This design comes from an exercise in tuning for small area on the open sky130 flow, not from production work.
Function was checked by simulation only, so behaviour that the tests miss may differ from the original.
The clock input has no modelled driver; a real chip could not lean on it and would need a root buffer or a full tree.

P:
==> flow/design.v (excerpt) <==
module newspaper_vending_machine(
    input wire clk,              
    input wire reset,            
    input wire coin5,             
    input wire coin10,            
    input wire coin15,            
    output reg newspaper,         
    output reg [4:0] led_amount   
);
    localparam [9:0]  DB_LOAD = 10'h328;
    localparam [9:0]  DB_INV  = 10'h2aa;
    localparam [9:0]  DB_FULL = 10'h3fb;
    localparam [9:0]  DB_LAST = 10'h1ff;
    localparam [14:0] DP_LOAD = 15'h4273;
    localparam [14:0] DP_INV  = 15'h2aaa;
    reg coin5_sync1, coin5_sync2;
    reg coin10_sync1, coin10_sync2;
    reg coin15_sync1, coin15_sync2;
    reg reset_sync1, reset_sync2;
    always @(posedge clk) begin
        coin5_sync1  <= coin5;
        coin5_sync2  <= coin5_sync1;
        coin10_sync1 <= coin10;
        coin10_sync2 <= coin10_sync1;
        coin15_sync1 <= coin15;
        coin15_sync2 <= coin15_sync1;
        reset_sync1  <= reset;
        reset_sync2  <= reset_sync1;
    end
    reg coin5_last, coin10_last, coin15_last;
    reg coin5_prev, coin10_prev, coin15_prev;
    reg [9:0] debounce_counter5, debounce_counter10, debounce_counter15;
    wire [9:0] q5  = debounce_counter5  ^ DB_INV;
    wire [9:0] q10 = debounce_counter10 ^ DB_INV;
    wire [9:0] q15 = debounce_counter15 ^ DB_INV;
    wire coin5_full  = &(q5 | ~DB_FULL);
    wire coin10_full = &(q10 | ~DB_FULL);
  ...
==> module newspaper_vending_machine, before the edit <==
module newspaper_vending_machine(
    input wire clk,              
    input wire reset,            
    input wire coin5,             
    input wire coin10,            
    input wire coin15,            
    output reg newspaper,         
    output reg [4:0] led_amount   
);
    localparam [9:0]  DB_LOAD = 10'h328;
    localparam [9:0]  DB_INV  = 10'h2aa;
    localparam [9:0]  DB_FULL = 10'h3fb;
    localparam [9:0]  DB_LAST = 10'h1ff;
    localparam [14:0] DP_LOAD = 15'h4273;
    localparam [14:0] DP_INV  = 15'h2aaa;
    reg coin5_sync1, coin5_sync2;
    reg coin10_sync1, coin10_sync2;
    reg coin15_sync1, coin15_sync2;
    reg reset_sync1, reset_sync2;
    always @(posedge clk) begin
        coin5_sync1  <= coin5;
        coin5_sync2  <= coin5_sync1;
        coin10_sync1 <= coin10;
        coin10_sync2 <= coin10_sync1;
        coin15_sync1 <= coin15;
        coin15_sync2 <= coin15_sync1;
        reset_sync1  <= reset;
        reset_sync2  <= reset_sync1;
    end
    reg coin5_last, coin10_last, coin15_last;
    reg coin5_prev, coin10_prev, coin15_prev;
    reg [9:0] debounce_counter5, debounce_counter10, debounce_counter15;
    wire [9:0] q5  = debounce_counter5  ^ DB_INV;
    wire [9:0] q10 = debounce_counter10 ^ DB_INV;
    wire [9:0] q15 = debounce_counter15 ^ DB_INV;
    wire coin5_full  = &(q5 | ~DB_FULL);
    wire coin10_full = &(q10 | ~DB_FULL);
    wire coin15_full = &(q15 | ~DB_FULL);
    wire [9:0] q5_next  = {q5[8:0],  ~(q5[9]  ^ q5[2])  | (&(q5 | ~DB_LAST))};
    wire [9:0] q10_next = {q10[8:0], ~(q10[9] ^ q10[2]) | (&(q10 | ~DB_LAST))};
    wire [9:0] q15_next = {q15[8:0], ~(q15[9] ^ q15[2]) | (&(q15 | ~DB_LAST))};
    wire coin5_stable  = coin5_full  ? coin5_last  : coin5_prev;
    wire coin10_stable = coin10_full ? coin10_last : coin10_prev;
    wire coin15_stable = coin15_full ? coin15_last : coin15_prev;
    always @(posedge clk) begin
        if (coin5_sync2 != coin5_last)
            debounce_counter5 <= DB_LOAD ^ DB_INV;
        else
            debounce_counter5 <= q5_next ^ DB_INV;
        if (coin10_sync2 != coin10_last)
            debounce_counter10 <= DB_LOAD ^ DB_INV;
        else
            debounce_counter10 <= q10_next ^ DB_INV;
        if (coin15_sync2 != coin15_last)
            debounce_counter15 <= DB_LOAD ^ DB_INV;
        else
            debounce_counter15 <= q15_next ^ DB_INV;
        if (reset_sync2) begin
            coin5_last  <= 1'b0;
            coin10_last <= 1'b0;
            coin15_last <= 1'b0;
            coin5_prev  <= 1'b0;
            coin10_prev <= 1'b0;
            coin15_prev <= 1'b0;
        end else begin
            coin5_last  <= coin5_sync2;
            coin10_last <= coin10_sync2;
            coin15_last <= coin15_sync2;
            coin5_prev  <= coin5_stable;
            coin10_prev <= coin10_stable;
            coin15_prev <= coin15_stable;
        end
    end
    wire coin5_edge  = coin5_full  & coin5_last  & ~coin5_prev;
    wire coin10_edge = coin10_full & coin10_last & ~coin10_prev;
    wire coin15_edge = coin15_full & coin15_last & ~coin15_prev;
    reg [14:0] display_counter;
    wire [14:0] qd = display_counter ^ DP_INV;
    wire dp_a = &qd[13:1];       
    wire [14:0] qd_next = {qd[13:0], ~(qd[14] ^ qd[7]) | dp_a};
    wire displaying;
    localparam [2:0] A0 = 3'd1;
    localparam [2:0] A0S = 3'd2;
    localparam [2:0] A1 = 3'd0;
    localparam [2:0] A2 = 3'd4;
    localparam [2:0] A3 = 3'd5;
    localparam [2:0] A4 = 3'd7;
    localparam [2:0] A5 = 3'd6;
    localparam [2:0] AX = 3'd3;    
    reg [2:0] state, state_next;
    reg high;    
    wire started = (state == A0S);
    always @(*) begin
        high = 1'b0;
        case (state)
            A0, A0S, AX: state_next = coin5_edge ? A1 : coin10_edge ? A2 : coin15_edge ? A3 : A0;
            A1: state_next = coin5_edge ? A2 : coin10_edge ? A3 : coin15_edge ? A4 : A1;
            A2: state_next = coin5_edge ? A3 : coin10_edge ? A4 : coin15_edge ? A5 : A2;
            default: begin
                high = 1'b1;
                state_next = displaying ? state : A0S;
            end
        endcase
        case (state)
            A0, A0S, AX: led_amount = 5'b00000;
            A1: led_amount = 5'b00001;
            A2: led_amount = 5'b00011;
            A3: led_amount = 5'b00111;
            A4: led_amount = 5'b01111;
            default: led_amount = 5'b11111;
        endcase
    end
    always @(posedge clk) begin
        if (reset_sync2)
            state <= A0;
        else
            state <= state_next;
    end
    assign displaying = ~dp_a | started;
    always @(posedge clk) begin
        if (reset_sync2)
            display_counter <= {15{1'b1}} ^ DP_INV;
        else
            display_counter <= (qd_next & ~(~DP_LOAD & {15{started}})) ^ DP_INV;
    end
    always @(*)
        newspaper = ~(qd[14] & dp_a);
endmodule
clock: 10.0 ns
lec_check: 0
cap_margin: 20
core_margin: 2
core_utilization: 40
slew_margin: 20
standard.sh (not shown) runs the stock make flow with config.mk's settings and CLKGATE_MAP_FILE= SYNTH_SCRIPT=/design/flow/synth_recipe.tcl, a recipe that flattens the netlist after the stock synthesis.
==> flow/flow/run.sh <==
#!/bin/bash
# Standard ORFS layout, except:
#  - after the standard synthesis, the logic between the registers is mapped
#    again for area (flow/remap.py; registers and their names are kept);
#  - the clock port drives one small inverter that drives a few clock
#    inverters, one per cluster of registers (flow/cts_hook.tcl, run before
#    CTS), instead of TritonCTS's tree;
#  - every input and output port gets the smallest buffer.
# ORFS writes each step's log under orfs/logs; the others go to *.log here.
set -e
# keep every temporary file inside the work folder
mkdir -p tmp
export TMPDIR=$PWD/tmp
export FLOW_CLKROOT=${FLOW_CLKROOT-sky130_fd_sc_hd__clkinv_2}
export FLOW_CLKBUF=${FLOW_CLKBUF:-sky130_fd_sc_hd__clkinv_8}
export FLOW_NCLK=${FLOW_NCLK:-2}
export PRE_CTS_TCL=$PWD/flow/cts_hook.tcl
export BUFFER_PORTS_ARGS="-buffer_cell sky130_fd_sc_hd__buf_1"
R=orfs/results/$FLOW_PLATFORM/newspaper_vending_machine/base
bash standard.sh synth > standard_synth.log 2>&1
cp $R/1_2_yosys.v $R/1_2_yosys_standard.v
python3 flow/remap.py $R/1_2_yosys_standard.v remap_out.v orfs/objects/$FLOW_PLATFORM/newspaper_vending_machine/base/abc.constr > remap.log 2>&1
cp remap_out.v $R/1_2_yosys.v
rm -f $R/1_synth.odb
bash standard.sh > standard.log 2>&1
Other scripts of this flow, unchanged in this note and not shown: flow/flow/cts_hook.tcl, flow/flow/remap.py
P completed end to end with timing, DRC and antenna clean.
What Q does differently from P at the input level:
--- a/flow/design.v
+++ b/flow/design.v
@@ -43,15 +43,15 @@
     wire coin10_stable = coin10_full ? coin10_last : coin10_prev;
     wire coin15_stable = coin15_full ? coin15_last : coin15_prev;
     always @(posedge clk) begin
-        if (coin5_sync2 != coin5_last)
+        if (reset_sync2 || (coin5_sync2 != coin5_last))
             debounce_counter5 <= DB_LOAD ^ DB_INV;
         else
             debounce_counter5 <= q5_next ^ DB_INV;
-        if (coin10_sync2 != coin10_last)
+        if (reset_sync2 || (coin10_sync2 != coin10_last))
             debounce_counter10 <= DB_LOAD ^ DB_INV;
         else
             debounce_counter10 <= q10_next ^ DB_INV;
-        if (coin15_sync2 != coin15_last)
+        if (reset_sync2 || (coin15_sync2 != coin15_last))
             debounce_counter15 <= DB_LOAD ^ DB_INV;
         else
             debounce_counter15 <= q15_next ^ DB_INV;
[summary]
- P and Q all finish clean.
- Of Q and P, it is Q that has the higher routed wire length.
- Q against P: total global-route track usage rose 0.86 points, multi-input logic area rose 4.8%, logic depth of the worst path, buffers included about even, transition time at the pin with the least slew margin fell 0.011 ns.
- Compare P and Q | via count of the first global-routing pass higher: Q
- Q against P: final cell count moved down; met3 wirelength from detailed routing decreased about 30%.
In every run of this note, the design's own scripts or RTL, not TritonCTS, make the clock network.

[what the ideal ports hide]
How much do the figures lean on ideal ports? The routed layouts below were timed once more, with nothing changed but the port constraints. Step 1: set_driving_cell puts a clkbuf_16 on clk and a buf_2 on each other input, an assumption about the parent block. Step 2 times the ports against the registers' clock, not the clock port: input delays grow and output delays shrink by t, the midpoint of the rising clock arrivals with the driver on. Slacks: ideal / step 1 / step 2; pairs: ideal / step 1.
| run | t (ns) | setup WS [ns] | clock arrival spread, ns | cell pins on the clock port's net |
|---|---|---|---|---|
| P | 0.317 | 6.632 / 6.606 / 6.922 | 0.006 / 0.007 | 1 |
| Q | 0.312 | 6.650 / 6.620 / 6.933 | 0.003 / 0.003 | 1 |
After both steps setup and hold are still met in every run listed.
